From an optimization exercise on the open Yosys and OpenROAD flow, aimed at small area; shortcuts taken in it are not production practice. At most, simulation tests tie the RTL to the original design; equivalence was not proved. Power is estimated from default activity; no workload was simulated.

== red ==
Design WTA, start of the top module:
module WTA
#(
	parameter  MAXDISPARITY = 64 ,
	parameter  LPDI_WIDTH = 8 ,
	parameter  INPUTDATAWID = 513,
	parameter  OUTPUTDATAWID = 9
  )
(
	input wire                      clk,
	input wire                      en,
	input wire                      pixelEN,
	input  wire[INPUTDATAWID-1:0]   LPDi,
	output wire[OUTPUTDATAWID-1:0]  disparity
);
Size: about 1300 cells after synthesis.
export LEC_CHECK = 0
export CAP_MARGIN = 20
export CORE_MARGIN = 2
export CORE_UTILIZATION = 40
export SLEW_MARGIN = 20
create_clock -name core_clock -period 6.67 [get_ports {clk}]
standard.sh (not shown) runs the stock make flow with config.mk's settings and CLKGATE_MAP_FILE= SYNTH_SCRIPT=/design/flow/synth_recipe.tcl, a recipe that flattens the netlist after the stock synthesis.
==> flow/flow/run.sh <==
#!/bin/bash
set -euo pipefail
W=$PWD
PLAT="$FLOW_HOME/platforms/$FLOW_PLATFORM"
bash standard.sh synth > "$W/synth_ref.log" 2>&1
cp orfs/results/"$FLOW_PLATFORM"/WTA/base/1_2_yosys.v "$W/ref_synth.v"
python3 flow/map.py "$FLOW_DESIGN" "$W/ref_synth.v" "$W/mapped.v" > "$W/map.log" 2>&1
sed 's/\bmodule WTA\b/module WTA_rtl/' "$FLOW_DESIGN" > "$W/rtl_ref.v"
iverilog -g2012 -DFUNCTIONAL -DUNIT_DELAY=#0 -o "$W/selfcheck.vvp" flow/selfcheck_tb.v "$W/rtl_ref.v" \
  "$PLAT/verilog/primitives.v" "$PLAT/verilog/sky130_fd_sc_hd.v" "$W/mapped.v" > "$W/selfcheck.log" 2>&1
vvp -n "$W/selfcheck.vvp" >> "$W/selfcheck.log" 2>&1
grep -q "SELFCHECK PASS" "$W/selfcheck.log"
rm -rf orfs
bash standard.sh SYNTH_NETLIST_FILES="$W/mapped.v" \
  "BUFFER_PORTS_ARGS=-buffer_cell sky130_fd_sc_hd__buf_1" GPL_TIMING_DRIVEN=0 finish > "$W/layout.log" 2>&1
Other scripts of this flow, unchanged in this note and not shown: flow/flow/map.py, flow/flow/selfcheck_tb.v
red had finished all stages when the layout checks came back failing, citing negative setup slack.
For blue, these inputs were changed with respect to red:
--- a/flow/design.v
+++ b/flow/design.v
@@ -2425,50 +2425,54 @@
 assign n1183 = n1179 | n1180;
 assign n1184 = n1181 ? n900 : n902;
 assign n1185 = n1183 ? n1182 : n1184;
 assign n1186 = n1183 ? n1179 : n1181;
 assign n1187 = n1025 | n1026;
 assign n1188 = n1027 | n1028;
 assign n1189 = n1029 | n1030;
 assign n1190 = n1187 ? n1025 : n1027;
 assign n1191 = n1187 | n1188;
 assign n1192 = n1189 ? n1029 : n1031;
 assign n1193 = n1191 ? n1190 : n1192;
 assign n1194 = n1191 ? n1187 : n1189;
-assign n1195 = n1123 ? n1145 : n1137;
-assign n1196 = n1123 ? n1146 : n1138;
-assign n1197 = n1123 ? n1143 : n1135;
-assign n1198 = n1123 & n1124;
-assign n1199 = n1125 ? n1161 : n1153;
-assign n1200 = n1125 ? n1162 : n1154;
-assign n1201 = n1125 ? n1159 : n1151;
-assign n1202 = n1125 & n1126;
-assign n1203 = n1127 ? n1177 : n1169;
-assign n1204 = n1127 ? n1178 : n1170;
-assign n1205 = n1127 ? n1175 : n1167;
-assign n1206 = n1127 & n1128;
-assign n1207 = n1129 ? n1193 : n1185;
-assign n1208 = n1129 ? n1194 : n1186;
-assign n1209 = n1129 ? n1191 : n1183;
+assign n1195 = s1[3] ? s1[4] : s1[0];
+assign n1196 = s1[3] ? s1[5] : s1[1];
+assign n1197 = s1[3] ? s1[6] : s1[2];
+assign n1198 = s1[3] & s1[7];
+assign n1199 = s1[11] ? s1[12] : s1[8];
+assign n1200 = s1[11] ? s1[13] : s1[9];
+assign n1201 = s1[11] ? s1[14] : s1[10];
+assign n1202 = s1[11] & s1[15];
+assign n1203 = s1[19] ? s1[20] : s1[16];
+assign n1204 = s1[19] ? s1[21] : s1[17];
+assign n1205 = s1[19] ? s1[22] : s1[18];
+assign n1206 = s1[19] & s1[23];
+assign n1207 = s1[27] ? s1[28] : s1[24];
+assign n1208 = s1[27] ? s1[29] : s1[25];
+assign n1209 = s1[27] ? s1[30] : s1[26];
 assign n1210 = n1198 ? n1199 : n1195;
 assign n1211 = n1198 ? n1200 : n1196;
 assign n1212 = n1198 ? n1201 : n1197;
-assign n1213 = n1198 ? n1125 : n1123;
+assign n1213 = n1198 ? s1[11] : s1[3];
 assign n1214 = n1198 & n1202;
 assign n1215 = n1206 ? n1207 : n1203;
 assign n1216 = n1206 ? n1208 : n1204;
 assign n1217 = n1206 ? n1209 : n1205;
-assign n1218 = n1206 ? n1129 : n1127;
+assign n1218 = n1206 ? s1[27] : s1[19];
 assign n1219 = n1214 ? n1215 : n1210;
 assign n1220 = n1214 ? n1216 : n1211;
 assign n1221 = n1214 ? n1217 : n1212;
 assign n1222 = n1214 ? n1218 : n1213;
 assign n1223 = n1214 ? n1206 : n1198;
 assign n1224 = ~n1219;
 assign n1225 = ~n1220;
 assign n1226 = ~n1221;
-reg [41:0] pipe;
+reg [31:0] s1;
 always @(posedge clk)
 if (step)
-	pipe <= {pipe[34:0], LPDi[512], n1214, n1223, n1222, n1226, n1225, n1224};
-assign disparity = {pipe[41], 2'b00, pipe[40:35]};
+	s1 <= {LPDi[512], n1191, n1194, n1193, n1129, n1183, n1186, n1185, n1128, n1175, n1178, n1177, n1127, n1167, n1170, n1169, n1126, n1159, n1162, n1161, n1125, n1151, n1154, n1153, n1124, n1143, n1146, n1145, n1123, n1135, n1138, n1137};
+reg [34:0] pipe;
+always @(posedge clk)
+if (step)
+	pipe <= {pipe[27:0], s1[31], n1214, n1223, n1222, n1226, n1225, n1224};
+assign disparity = {pipe[34], 2'b00, pipe[33:28]};
 endmodule
Notes after the runs:
blue ended with every stage complete and zero timing, DRC or antenna violations. blue does worse than red on mapped cell area. Measured against each other, red and blue differ in worst setup slack, the higher figure coming from blue. Layout clock buffer count delta for blue relative to red: 5 higher. Relative to red, clock net sink count has increased by about 60% in blue. Side by side, sequential share of cell area turned out higher in blue than in red. | global-route usage | lower: blue |.
Only the layout flow was run in red; the RTL was not checked for function there.


WTA, a different RTL version from the one above (not shown whole).
Size in the first run: roughly 1300 cells after synthesis, ~530 I/O pins, roughly 0.010 mm^2 of cells after synthesis.
==> flow/config.mk <==
export PLATFORM = sky130hd
export DESIGN_NAME = WTA
export DESIGN_NICKNAME = WTA
export VERILOG_FILES = /design/flow/design.v
export SDC_FILE = /design/flow/constraint.sdc
export NUM_CORES = 8
export LEC_CHECK = 0
export CAP_MARGIN = 20
export CORE_MARGIN = 2
export CORE_UTILIZATION = 40
export SLEW_MARGIN = 20
==> flow/constraint.sdc <==
create_clock -name core_clock -period 6.67 [get_ports {clk}]
set_input_delay 1.3340 -clock core_clock [delete_from_list [all_inputs] [get_ports {clk}]]
set_output_delay 1.3340 -clock core_clock [all_outputs]
set_load 0.01 [all_outputs]
==> flow/flow/run.sh <==
#!/bin/bash
set -euo pipefail
W=$PWD
bash standard.sh synth > "$W/synth_ref.log" 2>&1
cp orfs/results/"$FLOW_PLATFORM"/WTA/base/1_2_yosys.v "$W/ref_synth.v"
python3 flow/map.py "$FLOW_DESIGN" "$W/ref_synth.v" "$W/mapped.v" > "$W/map.log" 2>&1
rm -rf orfs
bash standard.sh SYNTH_NETLIST_FILES="$W/mapped.v" \
  "BUFFER_PORTS_ARGS=-buffer_cell sky130_fd_sc_hd__buf_1" GPL_TIMING_DRIVEN=0 finish > "$W/layout.log" 2>&1
Other scripts of this flow, unchanged in this note and not shown: flow/flow/map.py
Then changed:
--- a/flow/design.v
+++ b/flow/design.v
@@ -2450,31 +2450,31 @@
 assign n1207 = n1131 ? n1181 : n1173;
 assign n1208 = n1131 ? n1182 : n1174;
 assign n1209 = n1131 ? n1179 : n1171;
 assign n1210 = n1131 & n1132;
 assign n1211 = n1133 ? n1197 : n1189;
 assign n1212 = n1133 ? n1198 : n1190;
 assign n1213 = n1133 ? n1195 : n1187;
-assign n1214 = s1[4] ? s1[5] : s1[0];
-assign n1215 = s1[4] ? s1[6] : s1[1];
-assign n1216 = s1[4] ? s1[7] : s1[2];
-assign n1217 = s1[4] ? s1[8] : s1[3];
-assign n1218 = s1[4] & s1[9];
-assign n1219 = s1[14] ? s1[15] : s1[10];
-assign n1220 = s1[14] ? s1[16] : s1[11];
-assign n1221 = s1[14] ? s1[17] : s1[12];
-assign n1222 = s1[14] ? s1[18] : s1[13];
-assign n1223 = n1218 ? n1219 : n1214;
-assign n1224 = n1218 ? n1220 : n1215;
-assign n1225 = n1218 ? n1221 : n1216;
-assign n1226 = n1218 ? n1222 : n1217;
-assign n1227 = n1218 ? s1[14] : s1[4];
-reg [19:0] s1;
+assign n1214 = n1202 ? n1203 : n1199;
+assign n1215 = n1202 ? n1204 : n1200;
+assign n1216 = n1202 ? n1205 : n1201;
+assign n1217 = n1202 ? n1129 : n1127;
+assign n1218 = n1202 & n1206;
+assign n1219 = n1210 ? n1211 : n1207;
+assign n1220 = n1210 ? n1212 : n1208;
+assign n1221 = n1210 ? n1213 : n1209;
+assign n1222 = n1210 ? n1133 : n1131;
+assign n1223 = s1[5] ? s1[6] : s1[0];
+assign n1224 = s1[5] ? s1[7] : s1[1];
+assign n1225 = s1[5] ? s1[8] : s1[2];
+assign n1226 = s1[5] ? s1[9] : s1[3];
+assign n1227 = s1[5] ? s1[10] : s1[4];
+reg [11:0] s1;
 always @(posedge clk)
 if (step)
-	s1 <= {LPDi[512], n1133, n1213, n1212, n1211, n1210, n1131, n1209, n1208, n1207, n1206, n1129, n1205, n1204, n1203, n1202, n1127, n1201, n1200, n1199};
+	s1 <= {LPDi[512], n1210, n1222, n1221, n1220, n1219, n1218, n1202, n1217, n1216, n1215, n1214};
 reg [34:0] pipe;
 always @(posedge clk)
 if (step)
-	pipe <= {pipe[27:0], s1[19], n1218, n1227, n1226, n1225, n1224, n1223};
+	pipe <= {pipe[27:0], s1[11], s1[5], n1227, n1226, n1225, n1224, n1223};
 assign disparity = {pipe[34], 2'b00, pipe[33:28]};
 endmodule
After rerunning: This time the run finished with negative setup slack left. Setup slack degrades by 250 ps. Die area falls by 2.3%. Clock-buffer cell count stays the same. Register-to-register slack improves by 310 ps. Global-route usage rises by 2.1 points. Wire length rises by 11%. Non-clock buffer count rises by 89. Power rises by 16%. Worst hold slack improves by 4.7 ps. Clock skew stays flat. Flip-flop and latch count falls by 8. Fmax falls by 3.7%.
For the second run of this note, only the layout was checked, not whether the RTL still works.

==> port drivers added, routing unchanged <==
The results above use ideal ports. As a check the final layouts listed here were re-extracted and re-timed, cells and wires unchanged.
Step 1, drivers: a clkbuf_16 drives clk and a buf_2 each remaining input, both assumed.
Step 2, shift: input delay + t, output delay - t, t = (earliest + latest rising clock arrival at the registers) / 2. This alone moves slack from input paths to output paths.
Slacks: ideal ports / drivers / drivers and shift; pairs: ideal ports / drivers.
run	shift t [ns]	setup WS [ns]	hold slack, ns	worst setup path after step 2
red	0.320	-0.260 / -0.247 / -0.567	0.417 / 0.417 / 0.417	input to register
blue	0.379	0.193 / 0.214 / -0.165	0.417 / 0.417 / 0.417	input to register
the first run of note 2	0.331	0.191 / 0.201 / -0.129	0.413 / 0.413 / 0.413	input to register
the second run of note 2	0.325	-0.059 / -0.044 / -0.368	0.418 / 0.418 / 0.418	input to register
Met with ideal ports but missed after step 2: setup timing in blue and the first run of note 2. For blue, which loses most, drivers alone change the setup slack by +0.021 ns; drivers and shift together by -0.358 ns.
